Background: an optimization exercise with open tools, aiming at small area. Do not read the settings as production practice.
Function was checked by simulation only, so behaviour that the tests miss may differ from the original.
Power and IR drop assume default switching activity.

Setup of the reference run:
Design play_core, start of the top module:
module play_core #(
    parameter time_per_step = 200,
    parameter time_per_food = 3,
    parameter total_food = 36,
    parameter food_a_color = 12'h48F,
    parameter food_b_color = 12'h00F,
    parameter GAME_OVER = 5'b11000,
    parameter PAINT_A = 5'b11010,
    parameter PAINT_B = 5'b11011,
    parameter IDLE = 5'b00000,
    parameter DEL_TAILA = 5'b00001,
    parameter DEL_TAILB = 5'b00010,
    parameter PNT_TAILA = 5'b00011,
    parameter CHANGE_DIRC = 5'b00100,
    parameter LOCK_A = 5'b00101,
    parameter LOCK_B = 5'b00110,
    parameter LOCK = 5'b00111,
    parameter PNT_TAILB = 5'b01000,
    parameter PNT_HEADA = 5'b01001,
    parameter PNT_HEADB = 5'b01010,
    parameter JUG_EATA = 5'b01011,
    parameter JUG_EATB = 5'b01100,
    parameter CHANGE_DIRC_TAILA = 5'b01101,
    parameter CHANGE_DIRC_TAILB = 5'b01110,
    parameter EXT_TAILA = 5'b01111,
    parameter GET_INFO_TAILA = 5'b10000,
    parameter CHANGE_TO_TAILB = 5'b10001,
    parameter GET_INFO_TAILB = 5'b10010,
    parameter EXT_TAILB = 5'b10011,
    parameter SET_FOOD = 5'b10100,
    parameter GET_INFO_FOOD = 5'b10101,
    parameter JUG_FOOD_LOCTION = 5'b10110,
    parameter GROW_TAILB = 5'b10111
)(
    input clk,
    input rst,
    input play, pause,
    input [11:0] head_a_color, head_b_color,
    input [11:0] body_a_color, body_b_color,
    input BTNL_a, BTNR_a, BTNU_a, BTND_a,
    input BTNL_b, BTNR_b, BTNU_b, BTND_b,
    input [15:0] rdata,
    output reg [1:0] who_win,
    output reg over,
    output [31:0] len_a, len_b,
    output [2:0] food_time_out,
    output reg [5:0] food_count,
    output wire [12:0] waddr,
    output reg [15:0] wdata,
    output reg we
);
Size in the first run: about 1,300 cells after synthesis, roughly 230 flip-flops, about 11,000 µm² of cells after synthesis.
clock: 12.0 ns
lec_check: 0
abc_area: 1
cap_margin: 20
core_margin: 2
core_utilization: 60
cts_buf_list: sky130_fd_sc_hd__clkbuf_8
cts_cluster_diameter: 80
cts_cluster_size: 12
place_density: 0.75
slew_margin: 20
standard.sh (not shown) runs the stock make flow with config.mk's settings and CLKGATE_MAP_FILE= SYNTH_SCRIPT=/design/flow/synth_recipe.tcl, a recipe that flattens the netlist after the stock synthesis.
==> flow/flow/run.sh <==
#!/bin/bash
# The standard layout (standard.sh) with these changes to how it is made:
#  - synthesis is synth_recipe.tcl with flow/synth_extra.tcl added: ABC maps
#    the logic with flow/abc.script, and full/half-adder cells are used
#    only for the board address adder; the registers and their names are
#    the same as the standard synthesis's
#  - no Kogge-Stone carry unit (the SYNTH_OPERATIONS_ARGS default)
#  - the port buffers that global placement adds are buf_1 cells
#  - one tie cell drives the constant outputs (len_a / len_b bits 31:11)
#    instead of one tie cell per output pin (SKIP_REPAIR_TIE_FANOUT)
# Each tool's full output is in standard.log and in orfs/logs/.
set -euo pipefail
{
    head -n 1 synth_recipe.tcl
    cat flow/synth_extra.tcl
    tail -n +2 synth_recipe.tcl
} > my_synth.tcl
export SNAKE_ABC_SCRIPT="$PWD/flow/abc.script"
bash standard.sh \
    SYNTH_OPERATIONS_ARGS=-noshare \
    "BUFFER_PORTS_ARGS=-buffer_cell sky130_fd_sc_hd__buf_1" \
    SKIP_REPAIR_TIE_FANOUT=1 \
    SYNTH_SCRIPT="$PWD/my_synth.tcl" \
    finish > standard.log 2>&1
==> flow/flow/abc.script <==
strash
&get -n
&deepsyn -T 60 -S 1
&put
strash
&get -n
&dch -f
&nf -R 1000
&put
==> flow/flow/synth_extra.tcl <==
# Additions to synth_recipe.tcl, defined before it sources the flow's
# synth.tcl. They change only how the logic is mapped to cells; the
# registers and their names stay those of the standard synthesis.

# Technology mapping with flow/abc.script (ABC's &deepsyn logic
# optimization for up to 60 s, then area-oriented mapping with &nf)
# instead of the flow's abc_area / abc_speed script, which sizes and
# buffers cells for a delay target: the -script and -D arguments of the
# flow's abc call are replaced.
proc abc {args} {
  set out {}
  set skip 0
  foreach a $args {
    if { $skip } { set skip 0; continue }
    if { $a eq "-script" || $a eq "-D" } { set skip 1; continue }
    lappend out $a
  }
  yosys abc -script $::env(SNAKE_ABC_SCRIPT) {*}$out
}

# Full/half-adder cells only for the board address adder: the fan-in cone
# of waddr back to the registers. Elsewhere ABC maps the arithmetic.
proc extract_fa {args} {
  yosys extract_fa {*}$args {w:waddr} {%ci*:-[C,D,E,R]}
}
The reference run finished every step from synthesis to the final layout, and the layout passed the timing, design-rule and antenna checks.
#### Input delta (the trial run over the reference run)
Settings: CORE_UTILIZATION changed from 60 to 75; PLACE_DENSITY changed from 0.75 to 0.85.
==> comparison <==
Comparing the trial run with the reference run, the switching power as a share of total power came out essentially unchanged. The reference run → the trial run: fmax increased by 0.00056 GHz relative to the old numbers; total power was more or less identical; utilization after layout has increased; fraction of area in registers moved up; post-synthesis async set-or-reset flop share level. Lower count of non-filler cells in the finished layout was reported by the trial run, not the reference run.


Setup of run A:
Another version of the RTL of play_core (not shown whole).
Size in the first run: roughly 180 I/O pins, about 14000 sq um of cells after synthesis.
Settings: LEC_CHECK=0, ABC_AREA=1, CAP_MARGIN=20, CORE_MARGIN=2, CORE_UTILIZATION=60, CTS_BUF_LIST=sky130_fd_sc_hd__clkbuf_4, PLACE_DENSITY=0.75, SLEW_MARGIN=20; clock period 12.0 ns.
==> flow/flow/run.sh <==
#!/bin/bash
# The standard layout (standard.sh) with three changes to how it is made:
#  - synthesis maps adders with plain logic: no full/half-adder extraction
#    (ADDER_MAP_FILE empty) and no Kogge-Stone carry unit (the
#    SYNTH_OPERATIONS_ARGS default); the registers are the same as the
#    standard synthesis's
#  - the port buffers that global placement adds are buf_1 cells
# Each tool's full output is in standard.log and in orfs/logs/.
set -euo pipefail
bash standard.sh \
    ADDER_MAP_FILE= \
    SYNTH_OPERATIONS_ARGS=-noshare \
    "BUFFER_PORTS_ARGS=-buffer_cell sky130_fd_sc_hd__buf_1" \
    finish > standard.log 2>&1
No stage failed in run A, and the final checks on the layout all came back clean.
> inputs changed (run A -> run B)
==> flow/run.sh (new file) <==
#!/bin/bash
# synth_recipe.tcl (not shown) runs the flow's synth.tcl, then flattens the netlist and writes it again
# the make line also repeats each setting of config.mk as NAME=value (left out here)
make -C /OpenROAD-flow-scripts/flow DESIGN_CONFIG=/design/flow/config.mk WORK_HOME=/design/flow/orfs CLKGATE_MAP_FILE= SYNTH_SCRIPT=/design/flow/synth_recipe.tcl finish
removed: flow/flow/run.sh
removed: flow/standard.sh
### Flow results
- Synthesized-area fraction occupied by adder cells: lower on run A
- Looking at sequential power across run A and run B, the one that comes out lower is run B.
- Going from run A to run B, clock skew increased 0.010 ns; share of the clock period used by the worst path increased 22 points.
- Diff run A -> run B: cell count decreased about 4.3%; cell area after layout increased about 10%; area of the mapped netlist increased about 5%.
- Run A fits on a die that is smaller than the die of run B.
- The lower number of clock-tree buffers in the layout of run A and run B is in run A.
- In the flow results for run A and run B, the utilization is larger on run B.
### run B -> run C
- an added CTS_CLUSTER_SIZE of 30
- an added CTS_CLUSTER_DIAMETER of 100
- a change of CTS_BUF_LIST from sky130_fd_sc_hd__clkbuf_4 to sky130_fd_sc_hd__clkbuf_16
[summary]
- Relative to run B, the clock distribution area overhead in the final layout of run C is lower by 2.1 points.
- Diff run B -> run C: clock-buffer cell count fell 79; first-iteration DRC count fell 11%; number of cells on the critical path about even.
- Delta (run C minus run B): worst setup slack up 0.16 ns, non-clock buffer count lower, initial antenna violation count went down.


red:
Another version of the RTL of play_core (not shown whole).
For scale: ~1,300 cells after synthesis, roughly 230 flip-flops, roughly 180 I/O pins.
==> flow/config.mk <==
export PLATFORM = sky130hd
export DESIGN_NAME = play_core
export DESIGN_NICKNAME = play_core
export VERILOG_FILES = /design/flow/design.v
export SDC_FILE = /design/flow/constraint.sdc
export NUM_CORES = 4
export LEC_CHECK = 0
export ABC_AREA = 1
export CAP_MARGIN = 20
export CORE_MARGIN = 2
export CORE_UTILIZATION = 60
export CTS_BUF_LIST = sky130_fd_sc_hd__clkbuf_8
export CTS_CLUSTER_DIAMETER = 80
export CTS_CLUSTER_SIZE = 12
export PLACE_DENSITY = 0.75
export SLEW_MARGIN = 20
==> flow/constraint.sdc <==
create_clock -name core_clock -period 12.0 [get_ports {clk}]
set_input_delay 2.4000 -clock core_clock [delete_from_list [all_inputs] [get_ports {clk}]]
set_output_delay 2.4000 -clock core_clock [all_outputs]
set_load 0.01 [all_outputs]
==> flow/flow/run.sh <==
#!/bin/bash
# The standard layout (standard.sh) with these changes to how it is made:
#  - synthesis is synth_recipe.tcl with flow/synth_extra.tcl added: ABC maps
#    the logic with flow/abc.script, and full/half-adder cells are used
#    only for the board address adder; the registers and their names are
#    the same as the standard synthesis's
#  - no Kogge-Stone carry unit (the SYNTH_OPERATIONS_ARGS default)
#  - the port buffers that global placement adds are buf_1 cells
# Each tool's full output is in standard.log and in orfs/logs/.
set -euo pipefail
{
    head -n 1 synth_recipe.tcl
    cat flow/synth_extra.tcl
    tail -n +2 synth_recipe.tcl
} > my_synth.tcl
export SNAKE_ABC_SCRIPT="$PWD/flow/abc.script"
bash standard.sh \
    SYNTH_OPERATIONS_ARGS=-noshare \
    "BUFFER_PORTS_ARGS=-buffer_cell sky130_fd_sc_hd__buf_1" \
    SYNTH_SCRIPT="$PWD/my_synth.tcl" \
    finish > standard.log 2>&1
Scripts as last shown in full above: flow/flow/abc.script, flow/flow/synth_extra.tcl
red: all stages complete, timing, DRC and antenna checks passed
For blue, these inputs were changed with respect to red:
Settings: swapping 20 for 0 in CAP_MARGIN; swapping 20 for 0 in SLEW_MARGIN; swapping 12 for 15 in CTS_CLUSTER_SIZE; swapping 80 for 100 in CTS_CLUSTER_DIAMETER.
==> flow/flow/abc.script <==
strash
ifraig
scorr
dc2
dretime
strash
&get -n
&dch -f
&nf -R 1000
&put
--- a/flow/flow/synth_extra.tcl
+++ b/flow/flow/synth_extra.tcl
@@ -5,5 +5,4 @@
-# Technology mapping with flow/abc.script (ABC's &deepsyn logic
-# optimization for up to 60 s, then area-oriented mapping with &nf)
-# instead of the flow's abc_area / abc_speed script, which sizes and
-# buffers cells for a delay target: the -script and -D arguments of the
-# flow's abc call are replaced.
+# Technology mapping with flow/abc.script (area-oriented mapping with
+# ABC's &nf) instead of the flow's abc_area / abc_speed script, which
+# sizes and buffers cells for a delay target: the -script and -D arguments
+# of the flow's abc call are replaced.
==> comparison <==
- Synthesis-to-finish area growth: lower on blue
- In the tables for red and blue, number of design-rule violations left by the first detailed-router iteration reads lower with blue.
- Delta(final area, blue - red) > 0
- Sort red and blue by number of ordinary and repair buffers in the finished layout, descending, and red comes first.
- red → blue: number of filler instances in the final layout went up, final worst-path setup slack went up, clock network power share went down, total length of routed met2 wires went up.
- NOTE wire length red->blue increased by a few percent
diff inputs: blue => green
Settings: SLEW_MARGIN changed from 0 to 20; CAP_MARGIN changed from 0 to 20.
Results
- green: done, clean on timing, DRC and antenna
- Portion of the layout cell area used by clock cells: green vs blue — no meaningful difference
- For hold slack, blue and green come out practically identical.
- Compared green against blue; average detailed-routed wire length per instance within noise.
- green and blue ended up with roughly the same area growth from synthesis to layout.
- As far as final weighted congestion of routability-driven global placement goes, blue and green are indistinguishable; the numbers are identical.
- Looking at blue and green, the internal power summed over all cells is a wash.
- The final core utilization of blue and that of green are within noise of each other.
Modified inputs, orange compared to green
--- a/flow/flow/run.sh
+++ b/flow/flow/run.sh
@@ -3,5 +3,5 @@
-#  - synthesis is synth_recipe.tcl with flow/synth_extra.tcl added: ABC maps
-#    the logic with flow/abc.script, and full/half-adder cells are used
-#    only for the board address adder; the registers and their names are
-#    the same as the standard synthesis's
-#  - no Kogge-Stone carry unit (the SYNTH_OPERATIONS_ARGS default)
+#  - synthesis is synth_recipe.tcl with one addition (flow/abc_default.tcl):
+#    ABC maps the logic with its default script for area; the registers
+#    and their names are the same as the standard synthesis's
+#  - no full/half-adder extraction before ABC (ADDER_MAP_FILE empty) and
+#    no Kogge-Stone carry unit (the SYNTH_OPERATIONS_ARGS default)
@@ -13 +13 @@
-    cat flow/synth_extra.tcl
+    cat flow/abc_default.tcl
@@ -16 +15,0 @@
-export SNAKE_ABC_SCRIPT="$PWD/flow/abc.script"
@@ -17,0 +17 @@
+    ADDER_MAP_FILE= \
==> flow/flow/abc_default.tcl (new file) <==
# Technology mapping with ABC's own default script for -liberty instead of
# the flow's abc_area / abc_speed script, which sizes and buffers cells for
# a delay target: drop the -script and -D arguments of the abc call.
proc abc {args} {
  set out {}
  set skip 0
  foreach a $args {
    if { $skip } { set skip 0; continue }
    if { $a eq "-script" || $a eq "-D" } { set skip 1; continue }
    lappend out $a
  }
  yosys abc {*}$out
}
removed: flow/flow/abc.script
removed: flow/flow/synth_extra.tcl
Findings:
orange finished end to end and its layout was clean on timing, DRC and antenna. In orange, the number of placement rows came out 3.9% above the value in green. Power: orange draws more than green. Relative to green, number of non-clock inverters in the layout has decreased by 13 in orange. In orange relative to green, area of combinational cells with multiple inputs had gone up by a few percent. Between green and orange, the overall die area is lower for green. Compared with green, in orange sequential group power barely changed, final cell area excluding filler cells climbed about 3%, first-iteration DRC count dropped 9, global-route usage climbed 1.2 points. The part of the power in the clock network number comes out higher for green vs orange.
What purple does differently from orange at the input level:
--- a/flow/flow/run.sh
+++ b/flow/flow/run.sh
@@ -3,5 +3,5 @@
-#  - synthesis is synth_recipe.tcl with one addition (flow/abc_default.tcl):
-#    ABC maps the logic with its default script for area; the registers
-#    and their names are the same as the standard synthesis's
-#  - no full/half-adder extraction before ABC (ADDER_MAP_FILE empty) and
-#    no Kogge-Stone carry unit (the SYNTH_OPERATIONS_ARGS default)
+#  - synthesis is synth_recipe.tcl with flow/synth_extra.tcl added: ABC maps
+#    the logic with flow/abc.script, and full/half-adder cells are used
+#    only for the board address adder; the registers and their names are
+#    the same as the standard synthesis's
+#  - no Kogge-Stone carry unit (the SYNTH_OPERATIONS_ARGS default)
@@ -13 +13 @@
-    cat flow/abc_default.tcl
+    cat flow/synth_extra.tcl
@@ -15,0 +16 @@
+export SNAKE_ABC_SCRIPT="$PWD/flow/abc.script"
@@ -17 +17,0 @@
-    ADDER_MAP_FILE= \
==> flow/flow/abc.script (new file) <==
strash
&get -n
&deepsyn -T 60 -S 1
&put
strash
&get -n
&dch -f
&nf -R 1000
&put
==> flow/flow/synth_extra.tcl (new file) <==
# Additions to synth_recipe.tcl, defined before it sources the flow's
# synth.tcl. They change only how the logic is mapped to cells; the
# registers and their names stay those of the standard synthesis.

# Technology mapping with flow/abc.script (ABC's &deepsyn logic
# optimization for up to 60 s, then area-oriented mapping with &nf) instead of the flow's abc_area / abc_speed script, which
# sizes and buffers cells for a delay target: the -script and -D arguments
# of the flow's abc call are replaced.
proc abc {args} {
  set out {}
  set skip 0
  foreach a $args {
    if { $skip } { set skip 0; continue }
    if { $a eq "-script" || $a eq "-D" } { set skip 1; continue }
    lappend out $a
  }
  yosys abc -script $::env(SNAKE_ABC_SCRIPT) {*}$out
}

# Full/half-adder cells only for the board address adder: the fan-in cone
# of waddr back to the registers. Elsewhere ABC maps the arithmetic.
proc extract_fa {args} {
  yosys extract_fa {*}$args {w:waddr} {%ci*:-[C,D,E,R]}
}
removed: flow/flow/abc_default.tcl
Results
purple -> orange: proportion of synthesized area in mux cells flat
Compared purple vs orange, and final RePlAce weighted congestion is down in purple.
Relative to orange, combinational power decreased by about 16% in purple.
Final-layout non-clock buffer area share (purple over orange): increase, 0.57 points
purple against orange: placed cell count fell by about 12%; wire length of the first global-routing pass fell by 12%.

## port drivers added, routing unchanged
The flow's constraints put no driver on any port. The routed layouts listed below were extracted and timed again, unchanged, in two steps. Step 1, drivers: a clkbuf_16 drives clk and a buf_2 each remaining input, both assumed. Step 2, shift: input delay + t, output delay - t, t = (earliest + latest rising clock arrival at the registers) / 2. This alone moves slack from input paths to output paths. a / b / c = ideal / step 1 / step 2; a / b = the first two.
run	shift t [ns]	setup WS [ns]	worst data-port slew with drivers (ns)	pins driven straight from the clock port
the reference run	0.593	2.794 / 2.752 / 3.345	0.07	1
the trial run	0.592	2.841 / 2.799 / 3.391	0.05	1
run A	0.743	5.030 / 4.986 / 5.699	0.04	1
run B	0.730	2.359 / 2.314 / 3.043	0.10	1
run C	0.540	2.523 / 2.473 / 3.013	0.10	1
red	0.593	2.773 / 2.732 / 3.325	0.04	1
blue	0.573	2.815 / 2.771 / 3.344	0.06	1
green	0.574	2.815 / 2.771 / 3.345	0.06	1
orange	0.565	4.273 / 4.230 / 4.795	0.06	1
purple	0.574	2.788 / 2.746 / 3.320	0.04	1
After both steps every run listed still meets setup and hold.
